This design comes from an exercise in tuning for small area and a short achievable clock period on the open sky130 flow, not from production work. No run shown here included a check of the RTL's function; only the layout flow was run. Power and IR drop assume default switching activity.

## flow/design.v (module list and top-level ports; edited modules follow where they fit)
// module Convolution: 1739 lines
// module fa: 4 lines
module Convolution(
    input clk,
    input rst_n,
    input in_valid,
    input weight_valid,
    input [7:0] In_IFM_1,
    input [7:0] In_IFM_2,
    input [7:0] In_IFM_3,
    input [7:0] In_IFM_4,
    input [7:0] In_IFM_5,
    input [7:0] In_IFM_6,
    input [7:0] In_IFM_7,
    input [7:0] In_IFM_8,
    input [7:0] In_IFM_9,
    input [7:0] In_Weight_1,
    input [7:0] In_Weight_2,
    input [7:0] In_Weight_3,
    input [7:0] In_Weight_4,
    input [7:0] In_Weight_5,
    input [7:0] In_Weight_6,
    input [7:0] In_Weight_7,
    input [7:0] In_Weight_8,
    input [7:0] In_Weight_9,
    output reg out_valid,
    output reg [20:0] Out_OFM
);
  // ...
==> flow/run.sh <==
#!/bin/bash
# synth_recipe.tcl (not shown) runs the flow's synth.tcl, then flattens the netlist and writes it again
# the make line also repeats each setting of config.mk as NAME=value (left out here)
make -C /OpenROAD-flow-scripts/flow DESIGN_CONFIG=/design/flow/config.mk WORK_HOME=/design/flow/orfs CLKGATE_MAP_FILE= SYNTH_SCRIPT=/design/flow/synth_recipe.tcl finish
==> flow/config.mk <==
export PLATFORM = sky130hd
export DESIGN_NAME = Convolution
export DESIGN_NICKNAME = Convolution
export VERILOG_FILES = /design/flow/design.v
export SDC_FILE = /design/flow/constraint.sdc
export NUM_CORES = 4
export LEC_CHECK = 0
export CAP_MARGIN = 20
export CORE_MARGIN = 2
export CORE_UTILIZATION = 40
export SETUP_SLACK_MARGIN = 3.05
export SLEW_MARGIN = 20
export SYNTH_HIERARCHICAL = 1
export SYNTH_MINIMUM_KEEP_SIZE = 0
==> flow/constraint.sdc <==
create_clock -name core_clock -period 5.5 [get_ports {clk}]
set_input_delay 1.1000 -clock core_clock [delete_from_list [all_inputs] [get_ports {clk}]]
set_output_delay 1.1000 -clock core_clock [all_outputs]
set_load 0.01 [all_outputs]
==> results.txt, run 1 <==
- Sw Ratio: 37.14%
- Largest area contributor in the netlist: fa_1
- Pwr top: combinational cells
- Worst-path clk slew: 0.06 ns
- Final Setup Violations: 0
- Top Layer Used: met4
- Largest stage delay, worst path: 0.63 ns
- Fmax: 400.8 MHz
- Worst Setup SP: wn5[0]$_DFFE_PP_
- Share of cell area taken by multi-input logic gates: 47.38%
- Outcome: no timing/DRC/antenna violations
- Commonest non-fill, non-tap cell in the layout: fa_1
- Pint: 9.772 mW
- CTS buffer count: 49
- Slew Limit Fails: 0
- Count of multi-input gates: 1,214
- Req. time, crit path: 5.96 ns
- Starting Density: 40.47%
- Drt via density: 5.064
- Inverters: 148
- Worst path depth: 4
- Reg2reg start: wn5[0]$_DFFE_PP_
- Ranking of synthesized cells by area: fa_1, dfxtp_1, nor2_1
- Synth Register Bits: 439
- Max reg flops: 20
- Layout Utilization: 49.09%
- Clock-cell share: 6.005%
- Library cells used by synthesis: 40
- Largest family of logic cells by synthesized area: adder cells
- Path depth of the worst reg2reg path: 4
- Peak VDD IR: 319.8 uV
- Nets: 2,819
- Setup TNS Final: 0 ns
- Critical Path End: r0_36$_DFF_P_
- Routed length per instance: 25.77 um
==> run 2, diff against run 1 <==
--- a/flow/design.v
+++ b/flow/design.v
@@ -50,24 +50,24 @@
         wn4 <= ~In_Weight_4;
         wn5 <= ~In_Weight_5;
         wn6 <= ~In_Weight_6;
         wn7 <= ~In_Weight_7;
         wn8 <= ~In_Weight_8;
         wn9 <= ~In_Weight_9;
     end
 end
-reg [3:0] vpipe;
+reg [4:0] vpipe;
 always @(posedge clk or negedge rst_n) begin
     if (!rst_n) begin
         vpipe <= 0;
         out_valid <= 1'b0;
     end else begin
-        vpipe <= {vpipe[2:0], in_valid};
-        out_valid <= vpipe[3];
+        vpipe <= {vpipe[3:0], in_valid};
+        out_valid <= vpipe[4];
     end
 end
 reg r0_0;
 reg r0_1;
 reg r0_2;
 reg r0_3;
 reg r0_4;
 reg r0_5;
@@ -299,16 +299,17 @@
 reg r1_55;
 reg r1_56;
 reg r1_57;
 reg r1_58;
 reg r1_59;
 reg r1_60;
 reg r1_61;
 reg r1_62;
+reg r1_63;
 reg r2_0;
 reg r2_1;
 reg r2_2;
 reg r2_3;
 reg r2_4;
 reg r2_5;
 reg r2_6;
 reg r2_7;
@@ -330,16 +331,44 @@
 reg r2_23;
 reg r2_24;
 reg r2_25;
 reg r2_26;
 reg r2_27;
 reg r2_28;
 reg r2_29;
 reg r2_30;
+reg r2_31;
+reg r3_0;
+reg r3_1;
+reg r3_2;
+reg r3_3;
+reg r3_4;
+reg r3_5;
+reg r3_6;
+reg r3_7;
+reg r3_8;
+reg r3_9;
+reg r3_10;
+reg r3_11;
+reg r3_12;
+reg r3_13;
+reg r3_14;
+reg r3_15;
+reg r3_16;
+reg r3_17;
+reg r3_18;
+reg r3_19;
+reg r3_20;
+reg r3_21;
+reg r3_22;
+reg r3_23;
+reg r3_24;
+reg r3_25;
+reg r3_26;
 wire n1, n2, n3, n4, n5, n6, n7, n8, n9, n10, n11, n12, n13, n14, n15, n16, n17, n18, n19, n20, n21, n22, n23, n24, n25, n26, n27, n28, n29, n30, n31, n32, n33, n34, n35, n36, n37, n38, n39, n40, n41, n42, n43, n44, n45, n46, n47, n48, n49, n50, n51, n52, n53, n54, n55, n56, n57, n58, n59, n60, n61, n62, n63, n64, n65, n66, n67, n68, n69, n70, n71, n72, n73, n74, n75, n76, n77, n78, n79, n80, n81, n82, n83, n84, n85, n86, n87, n88, n89, n90, n91, n92, n93, n94, n95, n96, n97, n98, n99, n100, n101, n102, n103, n104, n105, n106, n107, n108, n109, n110, n111, n112, n113, n114, n115, n116, n117, n118, n119, n120, n121, n122, n123, n124, n125, n126, n127, n128, n129, n130, n131, n132, n133, n134, n135, n136, n137, n138, n139, n140, n141, n142, n143, n144, n145, n146, n147, n148, n149, n150, n151, n152, n153, n154, n155, n156, n157, n158, n159, n160, n161, n162, n163, n164, n165, n166, n167, n168, n169, n170, n171, n172, n173, n174, n175, n176, n177, n178, n179, n180, n181, n182, n183, n184, n185, n186, n187, n188, n189, n190, n191, n192, n193, n194, n195, n196, n197, n198, n199, n200, n201, n202, n203, n204, n205, n206, n207, n208, n209, n210, n211, n212, n213, n214, n215, n216, n217, n218, n219, n220, n221, n222, n223, n224, n225, n226, n227, n228, n229, n230, n231, n232, n233, n234, n235, n236, n237, n238, n239, n240, n241, n242, n243, n244, n245, n246, n247, n248, n249, n250, n251, n252, n253, n254, n255, n256, n257, n258, n259, n260, n261, n262, n263, n264, n265, n266, n267, n268, n269, n270, n271, n272, n273, n274, n275, n276, n277, n278, n279, n280, n281, n282, n283, n284, n285, n286, n287, n288, n289, n290, n291, n292, n293, n294, n295, n296, n297, n298, n299, n300, n301, n302, n303, n304, n305, n306, n307, n308, n309, n310, n311, n312, n313, n314, n315, n316, n317, n318, n319, n320, n321, n322, n323, n324, n325, n326, n327, n328, n329, n330, n331, n332, n333, n334, n335, n336, n337, n338, n339, n340, n341, n342, n343, n344, n345, n346, n347, n348, n349, n350, n351, n352, n353, n354, n355, n356, n357, n358, n359, n360, n361, n362, n363, n364, n365, n366, n367, n368, n369, n370, n371, n372, n373, n374, n375, n376, n377, n378, n379, n380, n381, n382, n383, n384, n385, n386, n387, n388, n389, n390, n391, n392, n393, n394, n395, n396, n397, n398, n399, n400, n401, n402, n403, n404, n405, n406, n407, n408, n409, n410, n411, n412, n413, n414, n415, n416, n417, n418, n419, n420, n421, n422, n423, n424, n425, n426, n427, n428, n429, n430, n431, n432, n433, n434, n435, n436, n437, n438, n439, n440, n441, n442, n443, n444, n445, n446, n447, n448, n449, n450, n451, n452, n453, n454, n455, n456, n457, n458, n459, n460, n461, n462, n463, n464, n465, n466, n467, n468, n469, n470, n471, n472, n473, n474, n475, n476, n477, n478, n479, n480, n481, n482, n483, n484, n485, n486, n487, n488, n489, n490, n491, n492, n493, n494, n495, n496, n497, n498, n499, n500, n501, n502, n503, n504, n505, n506, n507, n508, n509, n510, n511, n512, n513, n514, n515, n516, n517, n518, n519, n520, n521, n522, n523, n524, n525, n526, n527, n528, n529, n530, n531, n532, n533, n534, n535, n536, n537, n538, n539, n540, n541, n542, n543, n544, n545, n546, n547, n548, n549, n550, n551, n552, n553, n554, n555, n556, n557, n558, n559, n560, n561, n562, n563, n564, n565, n566, n567, n568, n569, n570, n571, n572, n573, n574, n575, n576, n577, n578, n579, n580, n581, n582, n583, n584, n585, n586, n587, n588, n589, n590, n591, n592, n593, n594, n595, n596, n597, n598, n599, n600, n601, n602, n603, n604, n605, n606, n607, n608, n609, n610, n611, n612, n613, n614, n615, n616, n617, n618, n619, n620, n621, n622, n623, n624, n625, n626, n627, n628, n629, n630, n631, n632, n633, n634, n635, n636, n637, n638, n639, n640, n641, n642, n643, n644, n645, n646, n647, n648, n649, n650, n651, n652, n653, n654, n655, n656, n657, n658, n659, n660, n661, n662, n663, n664, n665, n666, n667, n668, n669, n670, n671, n672, n673, n674, n675, n676, n677, n678, n679, n680, n681, n682, n683, n684, n685, n686, n687, n688, n689, n690, n691, n692, n693, n694, n695, n696, n697, n698, n699, n700, n701, n702, n703, n704, n705, n706, n707, n708, n709, n710, n711, n712, n713, n714, n715, n716, n717, n718, n719, n720, n721, n722, n723, n724, n725, n726, n727, n728, n729, n730, n731, n732, n733, n734, n735, n736, n737, n738, n739, n740, n741, n742, n743, n744, n745, n746, n747, n748, n749, n750, n751, n752, n753, n754, n755, n756, n757, n758, n759, n760, n761, n762, n763, n764, n765, n766, n767, n768, n769, n770, n771, n772, n773, n774, n775, n776, n777, n778, n779, n780, n781, n782, n783, n784, n785, n786, n787, n788, n789, n790, n791, n792, n793, n794, n795, n796, n797, n798, n799, n800, n801, n802, n803, n804, n805, n806, n807, n808, n809, n810, n811, n812, n813, n814, n815, n816, n817, n818, n819, n820, n821, n822, n823, n824, n825, n826, n827, n828, n829, n830, n831, n832, n833, n834, n835, n836, n837, n838, n839, n840, n841, n842, n843, n844, n845, n846, n847, n848, n849, n850, n851, n852, n853, n854, n855, n856, n857, n858, n859, n860, n861, n862, n863, n864, n865, n866, n867, n868, n869, n870, n871, n872, n873, n874, n875, n876, n877, n878, n879, n880, n881, n882, n883, n884, n885, n886, n887, n888, n889, n890, n891, n892, n893, n894, n895, n896, n897, n898, n899, n900, n901, n902, n903, n904, n905, n906, n907, n908, n909, n910, n911, n912, n913, n914, n915, n916, n917, n918, n919, n920, n921, n922, n923, n924, n925, n926, n927, n928, n929, n930, n931, n932, n933, n934, n935, n936, n937, n938, n939, n940, n941, n942, n943, n944, n945, n946, n947, n948, n949, n950, n951, n952, n953, n954, n955, n956, n957, n958, n959, n960, n961, n962, n963, n964, n965, n966, n967, n968, n969, n970, n971, n972, n973, n974, n975, n976, n977, n978, n979, n980, n981, n982, n983, n984, n985, n986, n987, n988, n989, n990, n991, n992, n993, n994, n995, n996, n997, n998, n999, n1000, n1001, n1002, n1003, n1004, n1005, n1006, n1007, n1008, n1009, n1010, n1011, n1012, n1013, n1014, n1015, n1016, n1017, n1018, n1019, n1020, n1021, n1022, n1023, n1024, n1025, n1026, n1027, n1028, n1029, n1030, n1031, n1032, n1033, n1034, n1035, n1036, n1037, n1038, n1039, n1040, n1041, n1042, n1043, n1044, n1045, n1046, n1047, n1048, n1049, n1050, n1051, n1052, n1053, n1054, n1055, n1056, n1057, n1058, n1059, n1060, n1061, n1062, n1063, n1064, n1065, n1066, n1067, n1068, n1069, n1070, n1071, n1072, n1073, n1074, n1075, n1076, n1077, n1078, n1079, n1080, n1081, n1082, n1083, n1084, n1085, n1086, n1087, n1088, n1089, n1090, n1091, n1092, n1093, n1094, n1095, n1096, n1097, n1098, n1099, n1100, n1101, n1102, n1103, n1104, n1105, n1106, n1107, n1108, n1109, n1110, n1111, n1112, n1113, n1114, n1115, n1116, n1117, n1118, n1119, n1120, n1121, n1122, n1123, n1124, n1125, n1126, n1127, n1128, n1129, n1130, n1131, n1132, n1133, n1134, n1135, n1136, n1137, n1138, n1139, n1140, n1141, n1142, n1143, n1144, n1145, n1146, n1147, n1148, n1149, n1150, n1151, n1152, n1153, n1154, n1155, n1156, n1157, n1158, n1159, n1160, n1161, n1162, n1163, n1164, n1165, n1166, n1167, n1168, n1169, n1170, n1171, n1172, n1173, n1174, n1175, n1176, n1177, n1178, n1179, n1180, n1181, n1182, n1183, n1184, n1185, n1186, n1187, n1188, n1189, n1190, n1191, n1192, n1193, n1194, n1195, n1196, n1197, n1198, n1199, n1200, n1201, n1202, n1203, n1204, n1205, n1206, n1207, n1208, n1209, n1210, n1211, n1212, n1213, n1214, n1215, n1216, n1217, n1218, n1219, n1220, n1221, n1222, n1223, n1224, n1225, n1226, n1227, n1228, n1229, n1230, n1231, n1232, n1233, n1234, n1235, n1236, n1237, n1238, n1239, n1240, n1241, n1242, n1243, n1244, n1245, n1246, n1247, n1248, n1249, n1250, n1251, n1252, n1253, n1254, n1255, n1256, n1257, n1258, n1259, n1260, n1261, n1262, n1263, n1264, n1265, n1266, n1267, n1268, n1269, n1270, n1271, n1272, n1273, n1274, n1275, n1276, n1277, n1278, n1279, n1280, n1281, n1282, n1283, n1284, n1285, n1286, n1287, n1288, n1289, n1290, n1291, n1292, n1293, n1294, n1295, n1296, n1297, n1298, n1299, n1300, n1301, n1302, n1303, n1304, n1305, n1306, n1307, n1308, n1309, n1310, n1311, n1312, n1313, n1314, n1315, n1316, n1317, n1318, n1319, n1320, n1321, n1322, n1323, n1324, n1325, n1326, n1327, n1328, n1329, n1330, n1331, n1332, n1333, n1334, n1335, n1336, n1337, n1338, n1339, n1340, n1341, n1342, n1343, n1344, n1345, n1346, n1347, n1348, n1349, n1350, n1351, n1352, n1353, n1354, n1355, n1356, n1357, n1358, n1359, n1360, n1361, n1362, n1363, n1364, n1365, n1366, n1367, n1368, n1369, n1370, n1371, n1372, n1373, n1374, n1375, n1376, n1377, n1378, n1379, n1380, n1381, n1382, n1383, n1384, n1385, n1386, n1387, n1388, n1389, n1390, n1391, n1392, n1393, n1394, n1395, n1396, n1397, n1398, n1399, n1400, n1401, n1402, n1403, n1404, n1405, n1406, n1407, n1408, n1409, n1410, n1411, n1412, n1413, n1414, n1415, n1416, n1417, n1418, n1419, n1420, n1421, n1422, n1423, n1424, n1425, n1426, n1427, n1428, n1429, n1430, n1431, n1432, n1433, n1434, n1435, n1436, n1437, n1438, n1439, n1440, n1441, n1442, n1443, n1444, n1445, n1446, n1447, n1448, n1449, n1450, n1451, n1452, n1453, n1454, n1455, n1456, n1457, n1458, n1459, n1460, n1461, n1462, n1463, n1464, n1465, n1466, n1467, n1468, n1469, n1470, n1471, n1472, n1473, n1474, n1475, n1476, n1477, n1478, n1479, n1480, n1481, n1482, n1483, n1484, n1485, n1486, n1487, n1488, n1489, n1490, n1491, n1492, n1493, n1494, n1495, n1496, n1497, n1498, n1499, n1500, n1501, n1502, n1503, n1504, n1505, n1506, n1507, n1508, n1509, n1510, n1511, n1512, n1513, n1514, n1515, n1516, n1517, n1518, n1519, n1520, n1521, n1522, n1523, n1524, n1525, n1526, n1527, n1528, n1529, n1530, n1531, n1532, n1533, n1534, n1535, n1536, n1537, n1538, n1539, n1540, n1541, n1542, n1543, n1544, n1545, n1546, n1547, n1548, n1549, n1550, n1551, n1552, n1553, n1554, n1555, n1556, n1557, n1558, n1559, n1560, n1561, n1562, n1563, n1564, n1565, n1566, n1567, n1568, n1569, n1570, n1571, n1572, n1573, n1574, n1575, n1576, n1577, n1578, n1579, n1580, n1581, n1582, n1583, n1584, n1585, n1586, n1587, n1588, n1589, n1590, n1591, n1592, n1593, n1594, n1595, n1596, n1597, n1598, n1599, n1600, n1601, n1602, n1603, n1604, n1605, n1606, n1607, n1608, n1609, n1610, n1611, n1612, n1613, n1614, n1615, n1616, n1617, n1618, n1619, n1620, n1621, n1622, n1623, n1624, n1625, n1626, n1627, n1628, n1629, n1630, n1631, n1632, n1633, n1634, n1635, n1636, n1637, n1638, n1639, n1640, n1641, n1642, n1643, n1644, n1645, n1646, n1647, n1648, n1649, n1650, n1651, n1652, n1653, n1654, n1655, n1656, n1657, n1658, n1659, n1660, n1661, n1662, n1663, n1664, n1665, n1666, n1667, n1668, n1669, n1670, n1671, n1672, n1673, n1674;
 assign n1 = ~(xn1[0] | wn1[0]);
 assign n2 = ~(xn1[0] | wn1[1]);
 assign n3 = ~(xn1[0] | wn1[2]);
 assign n4 = ~(xn1[0] | wn1[3]);
 assign n5 = ~(xn1[0] | wn1[4]);
 assign n6 = ~(xn1[0] | wn1[5]);
 assign n7 = ~(xn1[0] | wn1[6]);
@@ -1358,114 +1387,114 @@
 fa un1463 (.a(r0_81), .b(r0_82), .c(r0_83), .s(n1463), .co(n1464));
 fa un1465 (.a(r0_84), .b(r0_85), .c(r0_86), .s(n1465), .co(n1466));
 fa un1467 (.a(r0_87), .b(n1434), .c(n1436), .s(n1467), .co(n1468));
 fa un1469 (.a(n1438), .b(n1440), .c(n1442), .s(n1469), .co(n1470));
 fa un1471 (.a(n1444), .b(n1455), .c(n1457), .s(n1471), .co(n1472));
 fa un1473 (.a(n1459), .b(n1461), .c(n1463), .s(n1473), .co(n1474));
 fa un1475 (.a(n1465), .b(n1446), .c(n1448), .s(n1475), .co(n1476));
 fa un1477 (.a(n1450), .b(n1467), .c(n1469), .s(n1477), .co(n1478));
-fa un1479 (.a(n1471), .b(n1473), .c(n1452), .s(n1479), .co(n1480));
-fa un1481 (.a(r0_100), .b(r0_101), .c(r0_102), .s(n1481), .co(n1482));
-fa un1483 (.a(r0_103), .b(r0_104), .c(r0_105), .s(n1483), .co(n1484));
-fa un1485 (.a(r0_106), .b(r0_107), .c(r0_88), .s(n1485), .co(n1486));
-fa un1487 (.a(r0_89), .b(r0_90), .c(r0_91), .s(n1487), .co(n1488));
-fa un1489 (.a(r0_92), .b(r0_93), .c(r0_94), .s(n1489), .co(n1490));
-fa un1491 (.a(r0_95), .b(r0_96), .c(r0_97), .s(n1491), .co(n1492));
-fa un1493 (.a(r0_98), .b(r0_99), .c(n1456), .s(n1493), .co(n1494));
-fa un1495 (.a(n1458), .b(n1460), .c(n1462), .s(n1495), .co(n1496));
-fa un1497 (.a(n1464), .b(n1466), .c(n1481), .s(n1497), .co(n1498));
-fa un1499 (.a(n1483), .b(n1485), .c(n1487), .s(n1499), .co(n1500));
-fa un1501 (.a(n1489), .b(n1491), .c(n1468), .s(n1501), .co(n1502));
-fa un1503 (.a(n1470), .b(n1472), .c(n1474), .s(n1503), .co(n1504));
-fa un1505 (.a(n1493), .b(n1495), .c(n1497), .s(n1505), .co(n1506));
-fa un1507 (.a(r0_108), .b(r0_109), .c(r0_110), .s(n1507), .co(n1508));
-fa un1509 (.a(r0_111), .b(r0_112), .c(r0_113), .s(n1509), .co(n1510));
-fa un1511 (.a(r0_114), .b(r0_115), .c(r0_116), .s(n1511), .co(n1512));
-fa un1513 (.a(r0_117), .b(r0_118), .c(r0_119), .s(n1513), .co(n1514));
-fa un1515 (.a(r0_120), .b(r0_121), .c(r0_122), .s(n1515), .co(n1516));
-fa un1517 (.a(r0_123), .b(r0_124), .c(n1482), .s(n1517), .co(n1518));
-fa un1519 (.a(n1484), .b(n1486), .c(n1488), .s(n1519), .co(n1520));
-fa un1521 (.a(n1490), .b(n1492), .c(n1507), .s(n1521), .co(n1522));
-fa un1523 (.a(n1509), .b(n1511), .c(n1513), .s(n1523), .co(n1524));
-fa un1525 (.a(n1515), .b(n1494), .c(n1496), .s(n1525), .co(n1526));
-fa un1527 (.a(n1498), .b(n1500), .c(n1517), .s(n1527), .co(n1528));
-fa un1529 (.a(n1519), .b(n1521), .c(n1523), .s(n1529), .co(n1530));
-fa un1531 (.a(r0_125), .b(r0_126), .c(r0_127), .s(n1531), .co(n1532));
-fa un1533 (.a(r0_128), .b(r0_129), .c(r0_130), .s(n1533), .co(n1534));
-fa un1535 (.a(r0_131), .b(r0_132), .c(r0_133), .s(n1535), .co(n1536));
-fa un1537 (.a(r0_134), .b(r0_135), .c(r0_136), .s(n1537), .co(n1538));
-fa un1539 (.a(r0_137), .b(r0_138), .c(r0_139), .s(n1539), .co(n1540));
-fa un1541 (.a(r0_140), .b(n1508), .c(n1510), .s(n1541), .co(n1542));
-fa un1543 (.a(n1512), .b(n1514), .c(n1516), .s(n1543), .co(n1544));
-fa un1545 (.a(n1531), .b(n1533), .c(n1535), .s(n1545), .co(n1546));
-fa un1547 (.a(n1537), .b(n1539), .c(n1518), .s(n1547), .co(n1548));
-fa un1549 (.a(n1520), .b(n1522), .c(n1524), .s(n1549), .co(n1550));
-fa un1551 (.a(n1541), .b(n1543), .c(n1545), .s(n1551), .co(n1552));
-fa un1553 (.a(r0_141), .b(r0_142), .c(r0_143), .s(n1553), .co(n1554));
-fa un1555 (.a(r0_144), .b(r0_145), .c(r0_146), .s(n1555), .co(n1556));
-fa un1557 (.a(r0_147), .b(r0_148), .c(r0_149), .s(n1557), .co(n1558));
-fa un1559 (.a(r0_150), .b(r0_151), .c(r0_152), .s(n1559), .co(n1560));
-fa un1561 (.a(n1532), .b(n1534), .c(n1536), .s(n1561), .co(n1562));
-fa un1563 (.a(n1538), .b(n1540), .c(n1553), .s(n1563), .co(n1564));
-fa un1565 (.a(n1555), .b(n1557), .c(n1559), .s(n1565), .co(n1566));
-fa un1567 (.a(n1542), .b(n1544), .c(n1546), .s(n1567), .co(n1568));
-fa un1569 (.a(n1561), .b(n1563), .c(n1565), .s(n1569), .co(n1570));
-fa un1571 (.a(r0_153), .b(r0_154), .c(r0_155), .s(n1571), .co(n1572));
-fa un1573 (.a(r0_156), .b(r0_157), .c(r0_158), .s(n1573), .co(n1574));
-fa un1575 (.a(r0_159), .b(r0_160), .c(r0_161), .s(n1575), .co(n1576));
-fa un1577 (.a(n1554), .b(n1556), .c(n1558), .s(n1577), .co(n1578));
-fa un1579 (.a(n1560), .b(n1571), .c(n1573), .s(n1579), .co(n1580));
-fa un1581 (.a(n1575), .b(n1562), .c(n1564), .s(n1581), .co(n1582));
-fa un1583 (.a(n1566), .b(n1577), .c(n1579), .s(n1583), .co(n1584));
-fa un1585 (.a(r0_162), .b(r0_163), .c(r0_164), .s(n1585), .co(n1586));
-fa un1587 (.a(r0_165), .b(r0_166), .c(r0_167), .s(n1587), .co(n1588));
-fa un1589 (.a(r0_168), .b(r0_169), .c(n1572), .s(n1589), .co(n1590));
-fa un1591 (.a(n1574), .b(n1576), .c(n1585), .s(n1591), .co(n1592));
-fa un1593 (.a(n1587), .b(n1578), .c(n1580), .s(n1593), .co(n1594));
-fa un1595 (.a(r0_170), .b(r0_171), .c(r0_172), .s(n1595), .co(n1596));
-fa un1597 (.a(r0_173), .b(n1586), .c(n1588), .s(n1597), .co(n1598));
-fa un1599 (.a(n1595), .b(n1590), .c(n1592), .s(n1599), .co(n1600));
-fa un1601 (.a(r0_174), .b(r0_175), .c(n1596), .s(n1601), .co(n1602));
-fa un1603 (.a(r1_7), .b(r1_8), .c(r1_9), .s(n1603), .co(n1604));
-fa un1605 (.a(r1_10), .b(r1_11), .c(r1_12), .s(n1605), .co(n1606));
-fa un1607 (.a(r1_13), .b(n1604), .c(n1605), .s(n1607), .co(n1608));
-fa un1609 (.a(r1_14), .b(r1_15), .c(r1_16), .s(n1609), .co(n1610));
-fa un1611 (.a(r1_17), .b(r1_18), .c(n1606), .s(n1611), .co(n1612));
-fa un1613 (.a(n1609), .b(n1608), .c(n1611), .s(n1613), .co(n1614));
-fa un1615 (.a(r1_19), .b(r1_20), .c(r1_21), .s(n1615), .co(n1616));
-fa un1617 (.a(r1_22), .b(n1610), .c(n1615), .s(n1617), .co(n1618));
-fa un1619 (.a(r1_23), .b(r1_24), .c(r1_25), .s(n1619), .co(n1620));
-fa un1621 (.a(r1_26), .b(r1_27), .c(r1_28), .s(n1621), .co(n1622));
-fa un1623 (.a(r1_29), .b(n1616), .c(n1619), .s(n1623), .co(n1624));
+fa un1479 (.a(r0_100), .b(r0_101), .c(r0_102), .s(n1479), .co(n1480));
+fa un1481 (.a(r0_103), .b(r0_104), .c(r0_105), .s(n1481), .co(n1482));
+fa un1483 (.a(r0_106), .b(r0_107), .c(r0_88), .s(n1483), .co(n1484));
+fa un1485 (.a(r0_89), .b(r0_90), .c(r0_91), .s(n1485), .co(n1486));
+fa un1487 (.a(r0_92), .b(r0_93), .c(r0_94), .s(n1487), .co(n1488));
+fa un1489 (.a(r0_95), .b(r0_96), .c(r0_97), .s(n1489), .co(n1490));
+fa un1491 (.a(r0_98), .b(r0_99), .c(n1456), .s(n1491), .co(n1492));
+fa un1493 (.a(n1458), .b(n1460), .c(n1462), .s(n1493), .co(n1494));
+fa un1495 (.a(n1464), .b(n1466), .c(n1479), .s(n1495), .co(n1496));
+fa un1497 (.a(n1481), .b(n1483), .c(n1485), .s(n1497), .co(n1498));
+fa un1499 (.a(n1487), .b(n1489), .c(n1468), .s(n1499), .co(n1500));
+fa un1501 (.a(n1470), .b(n1472), .c(n1474), .s(n1501), .co(n1502));
+fa un1503 (.a(n1491), .b(n1493), .c(n1495), .s(n1503), .co(n1504));
+fa un1505 (.a(r0_108), .b(r0_109), .c(r0_110), .s(n1505), .co(n1506));
+fa un1507 (.a(r0_111), .b(r0_112), .c(r0_113), .s(n1507), .co(n1508));
+fa un1509 (.a(r0_114), .b(r0_115), .c(r0_116), .s(n1509), .co(n1510));
+fa un1511 (.a(r0_117), .b(r0_118), .c(r0_119), .s(n1511), .co(n1512));
+fa un1513 (.a(r0_120), .b(r0_121), .c(r0_122), .s(n1513), .co(n1514));
+fa un1515 (.a(r0_123), .b(r0_124), .c(n1480), .s(n1515), .co(n1516));
+fa un1517 (.a(n1482), .b(n1484), .c(n1486), .s(n1517), .co(n1518));
+fa un1519 (.a(n1488), .b(n1490), .c(n1505), .s(n1519), .co(n1520));
+fa un1521 (.a(n1507), .b(n1509), .c(n1511), .s(n1521), .co(n1522));
+fa un1523 (.a(n1513), .b(n1492), .c(n1494), .s(n1523), .co(n1524));
+fa un1525 (.a(n1496), .b(n1498), .c(n1515), .s(n1525), .co(n1526));
+fa un1527 (.a(n1517), .b(n1519), .c(n1521), .s(n1527), .co(n1528));
+fa un1529 (.a(r0_125), .b(r0_126), .c(r0_127), .s(n1529), .co(n1530));
+fa un1531 (.a(r0_128), .b(r0_129), .c(r0_130), .s(n1531), .co(n1532));
+fa un1533 (.a(r0_131), .b(r0_132), .c(r0_133), .s(n1533), .co(n1534));
+fa un1535 (.a(r0_134), .b(r0_135), .c(r0_136), .s(n1535), .co(n1536));
+fa un1537 (.a(r0_137), .b(r0_138), .c(r0_139), .s(n1537), .co(n1538));
+fa un1539 (.a(r0_140), .b(n1506), .c(n1508), .s(n1539), .co(n1540));
+fa un1541 (.a(n1510), .b(n1512), .c(n1514), .s(n1541), .co(n1542));
+fa un1543 (.a(n1529), .b(n1531), .c(n1533), .s(n1543), .co(n1544));
+fa un1545 (.a(n1535), .b(n1537), .c(n1516), .s(n1545), .co(n1546));
+fa un1547 (.a(n1518), .b(n1520), .c(n1522), .s(n1547), .co(n1548));
+fa un1549 (.a(n1539), .b(n1541), .c(n1543), .s(n1549), .co(n1550));
+fa un1551 (.a(r0_141), .b(r0_142), .c(r0_143), .s(n1551), .co(n1552));
+fa un1553 (.a(r0_144), .b(r0_145), .c(r0_146), .s(n1553), .co(n1554));
+fa un1555 (.a(r0_147), .b(r0_148), .c(r0_149), .s(n1555), .co(n1556));
+fa un1557 (.a(r0_150), .b(r0_151), .c(r0_152), .s(n1557), .co(n1558));
+fa un1559 (.a(n1530), .b(n1532), .c(n1534), .s(n1559), .co(n1560));
+fa un1561 (.a(n1536), .b(n1538), .c(n1551), .s(n1561), .co(n1562));
+fa un1563 (.a(n1553), .b(n1555), .c(n1557), .s(n1563), .co(n1564));
+fa un1565 (.a(n1540), .b(n1542), .c(n1544), .s(n1565), .co(n1566));
+fa un1567 (.a(n1559), .b(n1561), .c(n1563), .s(n1567), .co(n1568));
+fa un1569 (.a(r0_153), .b(r0_154), .c(r0_155), .s(n1569), .co(n1570));
+fa un1571 (.a(r0_156), .b(r0_157), .c(r0_158), .s(n1571), .co(n1572));
+fa un1573 (.a(r0_159), .b(r0_160), .c(r0_161), .s(n1573), .co(n1574));
+fa un1575 (.a(n1552), .b(n1554), .c(n1556), .s(n1575), .co(n1576));
+fa un1577 (.a(n1558), .b(n1569), .c(n1571), .s(n1577), .co(n1578));
+fa un1579 (.a(n1573), .b(n1560), .c(n1562), .s(n1579), .co(n1580));
+fa un1581 (.a(n1564), .b(n1575), .c(n1577), .s(n1581), .co(n1582));
+fa un1583 (.a(r0_162), .b(r0_163), .c(r0_164), .s(n1583), .co(n1584));
+fa un1585 (.a(r0_165), .b(r0_166), .c(r0_167), .s(n1585), .co(n1586));
+fa un1587 (.a(r0_168), .b(r0_169), .c(n1570), .s(n1587), .co(n1588));
+fa un1589 (.a(n1572), .b(n1574), .c(n1583), .s(n1589), .co(n1590));
+fa un1591 (.a(n1585), .b(n1576), .c(n1578), .s(n1591), .co(n1592));
+fa un1593 (.a(r0_170), .b(r0_171), .c(r0_172), .s(n1593), .co(n1594));
+fa un1595 (.a(r0_173), .b(n1584), .c(n1586), .s(n1595), .co(n1596));
+fa un1597 (.a(n1593), .b(n1588), .c(n1590), .s(n1597), .co(n1598));
+fa un1599 (.a(r0_174), .b(r0_175), .c(n1594), .s(n1599), .co(n1600));
+fa un1601 (.a(r1_7), .b(r1_8), .c(r1_9), .s(n1601), .co(n1602));
+fa un1603 (.a(r1_10), .b(r1_11), .c(r1_12), .s(n1603), .co(n1604));
+fa un1605 (.a(r1_13), .b(n1602), .c(n1603), .s(n1605), .co(n1606));
+fa un1607 (.a(r1_14), .b(r1_15), .c(r1_16), .s(n1607), .co(n1608));
+fa un1609 (.a(r1_17), .b(r1_18), .c(n1604), .s(n1609), .co(n1610));
+fa un1611 (.a(n1607), .b(n1606), .c(n1609), .s(n1611), .co(n1612));
+fa un1613 (.a(r1_19), .b(r1_20), .c(r1_21), .s(n1613), .co(n1614));
+fa un1615 (.a(r1_22), .b(r1_23), .c(r1_24), .s(n1615), .co(n1616));
+fa un1617 (.a(n1608), .b(n1613), .c(n1615), .s(n1617), .co(n1618));
+fa un1619 (.a(r1_25), .b(r1_26), .c(r1_27), .s(n1619), .co(n1620));
+fa un1621 (.a(r1_28), .b(r1_29), .c(r1_30), .s(n1621), .co(n1622));
+fa un1623 (.a(n1614), .b(n1616), .c(n1619), .s(n1623), .co(n1624));
 fa un1625 (.a(n1621), .b(n1618), .c(n1623), .s(n1625), .co(n1626));
-fa un1627 (.a(r1_30), .b(r1_31), .c(r1_32), .s(n1627), .co(n1628));
-fa un1629 (.a(r1_33), .b(r1_34), .c(r1_35), .s(n1629), .co(n1630));
+fa un1627 (.a(r1_31), .b(r1_32), .c(r1_33), .s(n1627), .co(n1628));
+fa un1629 (.a(r1_34), .b(r1_35), .c(r1_36), .s(n1629), .co(n1630));
 fa un1631 (.a(n1620), .b(n1622), .c(n1627), .s(n1631), .co(n1632));
 fa un1633 (.a(n1629), .b(n1624), .c(n1631), .s(n1633), .co(n1634));
-fa un1635 (.a(r1_36), .b(r1_37), .c(r1_38), .s(n1635), .co(n1636));
-fa un1637 (.a(r1_39), .b(r1_40), .c(r1_41), .s(n1637), .co(n1638));
+fa un1635 (.a(r1_37), .b(r1_38), .c(r1_39), .s(n1635), .co(n1636));
+fa un1637 (.a(r1_40), .b(r1_41), .c(r1_42), .s(n1637), .co(n1638));
 fa un1639 (.a(n1628), .b(n1630), .c(n1635), .s(n1639), .co(n1640));
 fa un1641 (.a(n1637), .b(n1632), .c(n1639), .s(n1641), .co(n1642));
-fa un1643 (.a(r1_42), .b(r1_43), .c(r1_44), .s(n1643), .co(n1644));
-fa un1645 (.a(r1_45), .b(r1_46), .c(n1636), .s(n1645), .co(n1646));
+fa un1643 (.a(r1_43), .b(r1_44), .c(r1_45), .s(n1643), .co(n1644));
+fa un1645 (.a(r1_46), .b(r1_47), .c(n1636), .s(n1645), .co(n1646));
 fa un1647 (.a(n1638), .b(n1643), .c(n1640), .s(n1647), .co(n1648));
-fa un1649 (.a(r1_47), .b(r1_48), .c(r1_49), .s(n1649), .co(n1650));
-fa un1651 (.a(r1_50), .b(n1644), .c(n1649), .s(n1651), .co(n1652));
-fa un1653 (.a(r1_51), .b(r1_52), .c(r1_53), .s(n1653), .co(n1654));
-fa un1655 (.a(r1_54), .b(r1_55), .c(n1650), .s(n1655), .co(n1656));
+fa un1649 (.a(r1_48), .b(r1_49), .c(r1_50), .s(n1649), .co(n1650));
+fa un1651 (.a(r1_51), .b(n1644), .c(n1649), .s(n1651), .co(n1652));
+fa un1653 (.a(r1_52), .b(r1_53), .c(r1_54), .s(n1653), .co(n1654));
+fa un1655 (.a(r1_55), .b(r1_56), .c(n1650), .s(n1655), .co(n1656));
 fa un1657 (.a(n1653), .b(n1652), .c(n1655), .s(n1657), .co(n1658));
-fa un1659 (.a(r1_56), .b(r1_57), .c(r1_58), .s(n1659), .co(n1660));
+fa un1659 (.a(r1_57), .b(r1_58), .c(r1_59), .s(n1659), .co(n1660));
 fa un1661 (.a(n1654), .b(n1659), .c(n1656), .s(n1661), .co(n1662));
-fa un1663 (.a(r1_59), .b(r1_60), .c(r1_61), .s(n1663), .co(n1664));
-fa un1665 (.a(n1660), .b(n1663), .c(n1662), .s(n1665), .co(n1666));
-fa un1667 (.a(r2_10), .b(r2_11), .c(r2_12), .s(n1667), .co(n1668));
-fa un1669 (.a(r2_18), .b(r2_19), .c(r2_20), .s(n1669), .co(n1670));
-fa un1671 (.a(r2_21), .b(r2_22), .c(r2_23), .s(n1671), .co(n1672));
-fa un1673 (.a(r2_28), .b(r2_29), .c(r2_30), .s(n1673), .co(n1674));
+fa un1663 (.a(r1_60), .b(r1_61), .c(r1_62), .s(n1663), .co(n1664));
+fa un1665 (.a(r2_10), .b(r2_11), .c(r2_12), .s(n1665), .co(n1666));
+fa un1667 (.a(r2_18), .b(r2_19), .c(r2_20), .s(n1667), .co(n1668));
+fa un1669 (.a(r2_21), .b(r2_22), .c(r2_23), .s(n1669), .co(n1670));
+fa un1671 (.a(r2_27), .b(r2_28), .c(r2_29), .s(n1671), .co(n1672));
+fa un1673 (.a(r2_30), .b(r2_31), .c(n1672), .s(n1673), .co(n1674));
 always @(posedge clk) begin
     r0_0 <= n583;
     r0_1 <= n601;
     r0_2 <= n603;
     r0_3 <= n629;
     r0_4 <= n631;
     r0_5 <= n604;
     r0_6 <= n633;
@@ -1652,92 +1681,121 @@
     r1_11 <= n1414;
     r1_12 <= n1429;
     r1_13 <= n1431;
     r1_14 <= n1449;
     r1_15 <= n1430;
     r1_16 <= n1451;
     r1_17 <= n1432;
     r1_18 <= n1453;
-    r1_19 <= n1454;
-    r1_20 <= n1475;
-    r1_21 <= n1477;
-    r1_22 <= n1479;
-    r1_23 <= n1499;
-    r1_24 <= n1476;
-    r1_25 <= n1478;
-    r1_26 <= n1501;
-    r1_27 <= n1503;
-    r1_28 <= n1505;
-    r1_29 <= n1480;
-    r1_30 <= n1502;
-    r1_31 <= n1504;
-    r1_32 <= n1525;
-    r1_33 <= n1506;
-    r1_34 <= n1527;
-    r1_35 <= n1529;
-    r1_36 <= n1526;
-    r1_37 <= n1528;
-    r1_38 <= n1547;
-    r1_39 <= n1530;
-    r1_40 <= n1549;
-    r1_41 <= n1551;
-    r1_42 <= n1548;
-    r1_43 <= n1550;
-    r1_44 <= n1552;
-    r1_45 <= n1567;
-    r1_46 <= n1569;
-    r1_47 <= n1568;
-    r1_48 <= n1570;
-    r1_49 <= n1581;
-    r1_50 <= n1583;
-    r1_51 <= n1589;
-    r1_52 <= n1591;
-    r1_53 <= n1582;
-    r1_54 <= n1584;
-    r1_55 <= n1593;
-    r1_56 <= n1597;
-    r1_57 <= n1594;
-    r1_58 <= n1599;
-    r1_59 <= n1598;
-    r1_60 <= n1601;
-    r1_61 <= n1600;
-    r1_62 <= n1602;
+    r1_19 <= n1471;
+    r1_20 <= n1473;
+    r1_21 <= n1452;
+    r1_22 <= n1454;
+    r1_23 <= n1475;
+    r1_24 <= n1477;
+    r1_25 <= n1497;
+    r1_26 <= n1476;
+    r1_27 <= n1478;
+    r1_28 <= n1499;
+    r1_29 <= n1501;
+    r1_30 <= n1503;
+    r1_31 <= n1500;
+    r1_32 <= n1502;
+    r1_33 <= n1523;
+    r1_34 <= n1504;
+    r1_35 <= n1525;
+    r1_36 <= n1527;
+    r1_37 <= n1524;
+    r1_38 <= n1526;
+    r1_39 <= n1545;
+    r1_40 <= n1528;
+    r1_41 <= n1547;
+    r1_42 <= n1549;
+    r1_43 <= n1546;
+    r1_44 <= n1548;
+    r1_45 <= n1550;
+    r1_46 <= n1565;
+    r1_47 <= n1567;
+    r1_48 <= n1566;
+    r1_49 <= n1568;
+    r1_50 <= n1579;
+    r1_51 <= n1581;
+    r1_52 <= n1587;
+    r1_53 <= n1589;
+    r1_54 <= n1580;
+    r1_55 <= n1582;
+    r1_56 <= n1591;
+    r1_57 <= n1595;
+    r1_58 <= n1592;
+    r1_59 <= n1597;
+    r1_60 <= n1596;
+    r1_61 <= n1599;
+    r1_62 <= n1598;
+    r1_63 <= n1600;
     r2_0 <= r1_0;
     r2_1 <= r1_1;
     r2_2 <= r1_2;
     r2_3 <= r1_3;
     r2_4 <= r1_4;
     r2_5 <= r1_5;
     r2_6 <= r1_6;
-    r2_7 <= n1603;
-    r2_8 <= n1607;
-    r2_9 <= n1613;
-    r2_10 <= n1612;
+    r2_7 <= n1601;
+    r2_8 <= n1605;
+    r2_9 <= n1611;
+    r2_10 <= n1610;
     r2_11 <= n1617;
-    r2_12 <= n1614;
+    r2_12 <= n1612;
     r2_13 <= n1625;
     r2_14 <= n1626;
     r2_15 <= n1633;
     r2_16 <= n1634;
     r2_17 <= n1641;
     r2_18 <= n1645;
     r2_19 <= n1642;
     r2_20 <= n1647;
     r2_21 <= n1646;
     r2_22 <= n1651;
     r2_23 <= n1648;
     r2_24 <= n1657;
     r2_25 <= n1658;
     r2_26 <= n1661;
-    r2_27 <= n1665;
-    r2_28 <= r1_62;
-    r2_29 <= n1664;
-    r2_30 <= n1666;
+    r2_27 <= n1660;
+    r2_28 <= n1663;
+    r2_29 <= n1662;
+    r2_30 <= r1_63;
+    r2_31 <= n1664;
+    r3_0 <= r2_0;
+    r3_1 <= r2_1;
+    r3_2 <= r2_2;
+    r3_3 <= r2_3;
+    r3_4 <= r2_4;
+    r3_5 <= r2_5;
+    r3_6 <= r2_6;
+    r3_7 <= r2_7;
+    r3_8 <= r2_8;
+    r3_9 <= r2_9;
+    r3_10 <= n1665;
+    r3_11 <= r2_13;
+    r3_12 <= n1666;
+    r3_13 <= r2_14;
+    r3_14 <= r2_15;
+    r3_15 <= r2_16;
+    r3_16 <= r2_17;
+    r3_17 <= n1667;
+    r3_18 <= n1668;
+    r3_19 <= n1669;
+    r3_20 <= r2_24;
+    r3_21 <= n1670;
+    r3_22 <= r2_25;
+    r3_23 <= r2_26;
+    r3_24 <= n1671;
+    r3_25 <= n1673;
+    r3_26 <= n1674;
 end
-wire [20:0] row_a = {1'b0, 1'b0, n1674, n1673, r2_27, r2_25, r2_24, n1670, n1669, r2_16, r2_14, r2_13, n1667, r2_9, r2_8, r2_7, r2_6, r2_4, r2_3, r2_1, r2_0};
-wire [20:0] row_b = {1'b0, 1'b0, 1'b0, 1'b0, 1'b0, r2_26, n1672, n1671, 1'b0, r2_17, r2_15, n1668, 1'b0, 1'b0, 1'b0, 1'b0, 1'b0, r2_5, 1'b0, r2_2, 1'b0};
+wire [20:0] row_a = {1'b0, 1'b0, r3_26, r3_25, r3_24, r3_22, r3_20, r3_18, r3_17, r3_15, r3_13, r3_11, r3_10, r3_9, r3_8, r3_7, r3_6, r3_4, r3_3, r3_1, r3_0};
+wire [20:0] row_b = {1'b0, 1'b0, 1'b0, 1'b0, 1'b0, r3_23, r3_21, r3_19, 1'b0, r3_16, r3_14, r3_12, 1'b0, 1'b0, 1'b0, 1'b0, 1'b0, r3_5, 1'b0, r3_2, 1'b0};
 always @(posedge clk) Out_OFM <= row_a + row_b;
 endmodule
 module fa(input a, input b, input c, output s, output co);
 assign s = a ^ b ^ c;
 assign co = (a & b) | (a & c) | (b & c);
 endmodule
==> flow/config.mk (replaced) <==
export PLATFORM = sky130hd
export DESIGN_NAME = Convolution
export DESIGN_NICKNAME = Convolution
export VERILOG_FILES = /design/flow/design.v
export SDC_FILE = /design/flow/constraint.sdc
export NUM_CORES = 4
export LEC_CHECK = 0
export CAP_MARGIN = 20
export CORE_MARGIN = 2
export CORE_UTILIZATION = 40
export SETUP_SLACK_MARGIN = 3.3
export SLEW_MARGIN = 20
export SYNTH_HIERARCHICAL = 1
export SYNTH_MINIMUM_KEEP_SIZE = 0
==> run 2 against run 1 <==
  * Still clean on timing, DRC and antenna
  * Cell area up 11%
  * Setup slack better by 0.048 ns
  * Combinational power up 0.6%
  * Global-route usage up 0.51 points
  * Non-clock buffer count up 39
  * Critical path type unchanged
==> results.txt, run 2 <==
- Outcome: no timing/DRC/antenna violations (unchanged)
- Pre-CTS WS: 2.782 ns (was 2.753 ns)
- Count leader, synth: nor2_1 (unchanged)
- Clock Path Buffers: 3 (unchanged)
- Post-synth top cells: nor2_1, fa_1, dfxtp_1, inv_1, clkbuf_1 (unchanged)
- Synth Warn #: 7 (unchanged)
- Ranking of synthesized cells by area: fa_1, dfxtp_1, nor2_1 (unchanged)
- Kind of critical path: reg -> reg (unchanged)
- Most frequent cells in the layout: fa_1, dfxtp_1, nor2_2 (was fa_1, nor2_1, dfxtp_1)
- Crit Path Max Fanout: 6 (was 8)
- Max-Slew Margin vs Limit: 50.76% (was 46.16%)
- Total GRT Usage: 25.47% (was 24.96%)
- Initial antenna violation count: 2 (was 3)
- Final Wtd Congestion: 0.9936 (was 0.9763)
- Cells after synthesis: 1,975 (was 1,946)
- Buffers on Ports: 168 (unchanged)
- Vias in the first global route: 17,260 (was 16,950)
- Drt via density: 4.997 (was 5.064)
- Num Clock Sinks: 469 (was 439)
- Final WS setup: 3.053 ns (was 3.005 ns)
- Ant. Diodes: 0 (was 1)
- Die Y-Extent: 254.1 um (was 251.1 um)
- Total core area: 61,830 um2 (was 60,360 um2)
- Predominant post-synthesis flop cell: dfxtp_1 (unchanged)
- Commonest non-fill, non-tap cell in the layout: fa_1 (unchanged)
- Final wirelength: 78,760 um (was 75,620 um)
- Power per standard cell area: 490.3 nW/um2 (was 524.6 nW/um2)
- Skew-Pair Late Insertion Delay: 0.61 ns (about the same)
- Average size of a mapped cell: 12.67 um2 (was 12.55 um2)
- Final HPWL DP: 62,350 um (was 61,620 um)
- Final period util: 44.49% (was 45.36%)
- DR DRC count: 0 (unchanged)
- Placed Cells: 2,838 (was 2,752)
- I/O pin count: 170 (unchanged)
- Starting Density: 40.48% (was 40.47%)
- Post-Syn Area: 25,030 um2 (was 24,420 um2)
- Leak pwr: 13.34 nW (was 12.92 nW)
- Most flops, register: Out_OFM (unchanged)
- Req. time, crit path: 5.99 ns (was 5.96 ns)
- Post-layout min period: 2.447 ns (was 2.495 ns)
- Async set or reset register ratio after synthesis: 1.279% (was 1.139%)
- 1st-pass router iterations: 5 (unchanged)
- Largest area contributor in the netlist: fa_1 (unchanged)
- Layout Utilization: 53.30% (was 49.09%)
- Final std cells w/o fill: 3,060 (was 2,935)
- Post-synth top area share: 43.92% (was 45.00%)
- Fmax: 408.7 MHz (was 400.8 MHz)
- HP Class: reg -> reg (unchanged)
- Critical Path Sink Type: flip-flop (unchanged)
- Nets: 2,890 (was 2,819)
- CTS buffer count: 52 (was 49)
- Share of layout cells above drive strength 1: 40.17% (was 15.20%)
- Final Setup Violations: 0 (unchanged)
- Startpoint types: flip-flop (unchanged)
- Seq/Total Area, Yosys: 40.52% (was 39.03%)
- Unrepaired setup endpoints after global routing: yes (unchanged)
- Syn Nets: 2,681 (was 2,652)
- Final Hold Fails: 0 (unchanged)
- Number of synthesized flops with an enable pin: 72 (unchanged)
- Pwr Total: 16.16 mW (was 15.54 mW)
- Slew Limit Fails: 0 (unchanged)
- Setup TNS Final: 0 ns (unchanged)
- Routed Antenna Nets: 0 (unchanged)
- Peak VDD IR: 283.3 uV (was 319.8 uV)
- CTS tree: done (unchanged)
- Worst-Margin Slew: 0.7387 ns (was 0.8076 ns)
- DIE AREA: 64,580 um2 (was 63,050 um2)
- Routed vias: 15,290 (was 14,860)
- CTS H-Tree Depth: 2 (unchanged)
- Total grt overflow: 0 (unchanged)
- Total of max-cap violations: 0 (unchanged)
- Clk root buf: clkbuf_16 (unchanged)
- Area grow syn2layout: 31.68% (was 21.31%)
- Die W: 254.1 um (was 251.1 um)
- Max reg flops: 20 (unchanged)
- Routed length per instance: 25.74 um (was 25.77 um)
- DRT iter0 DRCs: 1,004 (was 1,365)
- Num rows: 91 (was 90)
- Library cells used by synthesis: 40 (unchanged)
- First-pass GRT wire length: 115,600 um (was 111,800 um)
- Synth Register Bits: 469 (was 439)
- Largest net degree at the start of global routing: 48 (was 38)
- CP Data Arrival Time: 2.93 ns (was 2.95 ns)
- Clock Skews: 0.03285 ns (was 0.02554 ns)
- # hold bufs at CTS: 0 (unchanged)
- Worst-path clk slew: 0.07 ns (was 0.06 ns)
-- run 2: changes by cell type after synthesis --
| cell | previous run | this run |
|---|---|---|
| dfrtp_1 | 5 | 6 |
| xor2_1 | 3 | 4 |
| dfxtp_1 | 362 | 391 |
| inv_1 | 148 | 147 |
| xnor2_1 | 10 | 9 |
-- run 2: metal layers --
metal  share of wire, %  GRT usage, %  vias to the layer above
met3                8.8         5.195                      203
met1                 40         34.50                     8038
li1                   -             -                     6286
met5                  0             0                        -
met4                4.3         8.807                        0
met2                 47         41.09                      765
-- run 2: per-module statistics from Yosys (local to each module, per instance) --
| module | flops+latches | times used |
|---|---|---|
| Convolution | 469 | 1 |
| fa | 0 | 549 |
-- run 2: timing repair --
action | in CTS | in global routing
gates resized for setup | 634 | 363
endpoints found under the setup margin | 181 | 132
buffers inserted | 116 | 13
gates cloned | 0 | 0
pin swaps | 200 | 207
-- run 2: kinds of logic after synthesis --
group,after synthesis,synth area share (%)
and+or+nand+nor,611,9.419
buffers and inverters,292,4.395
other,1,0.01498
adders and majority gates,558,44.37
AOI/OAI and AO/OA,31,0.8350
DFF,469,40.52
xor gates and xnor gates,13,0.4550
-- run 2: cell type report --
class	instances	area [um2]
Clock inverter	26	384.1
Inverter	147	551.8
Clock buffer	67	1483
Fill cell	5123	28870
Multi-Input combinational cell	1214	15960
Timing Repair Buffer	300	3157
Sequential cell	469	10380
Tap cell	837	1047
-- run 2: path summary, 6_finish.rpt --
| check | start | end | slack [ns] | cells after the start |
|---|---|---|---|---|
| min in group asynchronous | rst_n | vpipe[1]$_DFF_PN0_ | 0.72 | 1 |
| worst min register to register | r2_0$_DFF_P_ | r3_0$_DFF_P_ | 0.32 | 0 |
| max in group asynchronous | rst_n | vpipe[4]$_DFF_PN0_ | 4.58 | 1 |
| worst min-delay path | r2_0$_DFF_P_ | r3_0$_DFF_P_ | 0.32 | 0 |
| worst max-delay path | wn1[4]$_DFFE_PP_ | r0_35$_DFF_P_ | 3.05 | 6 |
| worst max register to register | wn1[4]$_DFFE_PP_ | r0_35$_DFF_P_ | 3.05 | 6 |
-- run 2: where the power goes --
| part | total [mW] | switching (mW) | internal [mW] |
|---|---|---|---|
| registers | 5.64 | 0.817 | 4.82 |
| logic | 6.75 | 3.58 | 3.17 |
| clock network | 3.77 | 1.45 | 2.32 |
| total | 16.2 | 5.84 | 10.3 |
-- run 2: worst max-delay path, cell delays in order (launching register included) --
cell and delay (ns):
edfxtp_1 0.42, buf_6 0.15, buf_12 0.15, nor2_4 0.10, fa_2 0.44, fa_2 0.63, fa_2 0.45
-- run 2: stage by stage --
| stage | hold WS [ns] | instance area, um2 |
|---|---|---|
| floorplan | 0.3096 | 25080 |
| global placement | 0.3098 | 27230 |
| detailed placement | 0.3121 | 27230 |
| CTS | 0.3258 | 31690 |
| global route | 0.3299 | 32950 |
| finish | 0.3222 | 32950 |

## separate check: timing with driven ports
The flow's constraints put no driver on any port. The routed layouts listed below were extracted and timed again, unchanged, in two steps.
Step 1 sets driving cells, clkbuf_16 on the clock port and buf_2 on the other inputs (assumed; they add their load-dependent delay and slew).
Step 2 times the ports against the registers' clock, not the clock port: input delays grow and output delays shrink by t, the midpoint of the rising clock arrivals with the driver on.
Slacks: ideal ports / drivers / drivers and shift; pairs: ideal ports / drivers.
run	t (ns)	slack for setup (ns)	worst data-port slew with drivers (ns)
run 1	0.657	3.005 / 3.005 / 3.000	0.07
run 2	0.660	3.053 / 3.053 / 2.932	0.09
After both steps every run listed still meets setup and hold. The setup slack of run 2, which loses most, moves by 0.000 ns with the drivers and by -0.121 ns with both steps.
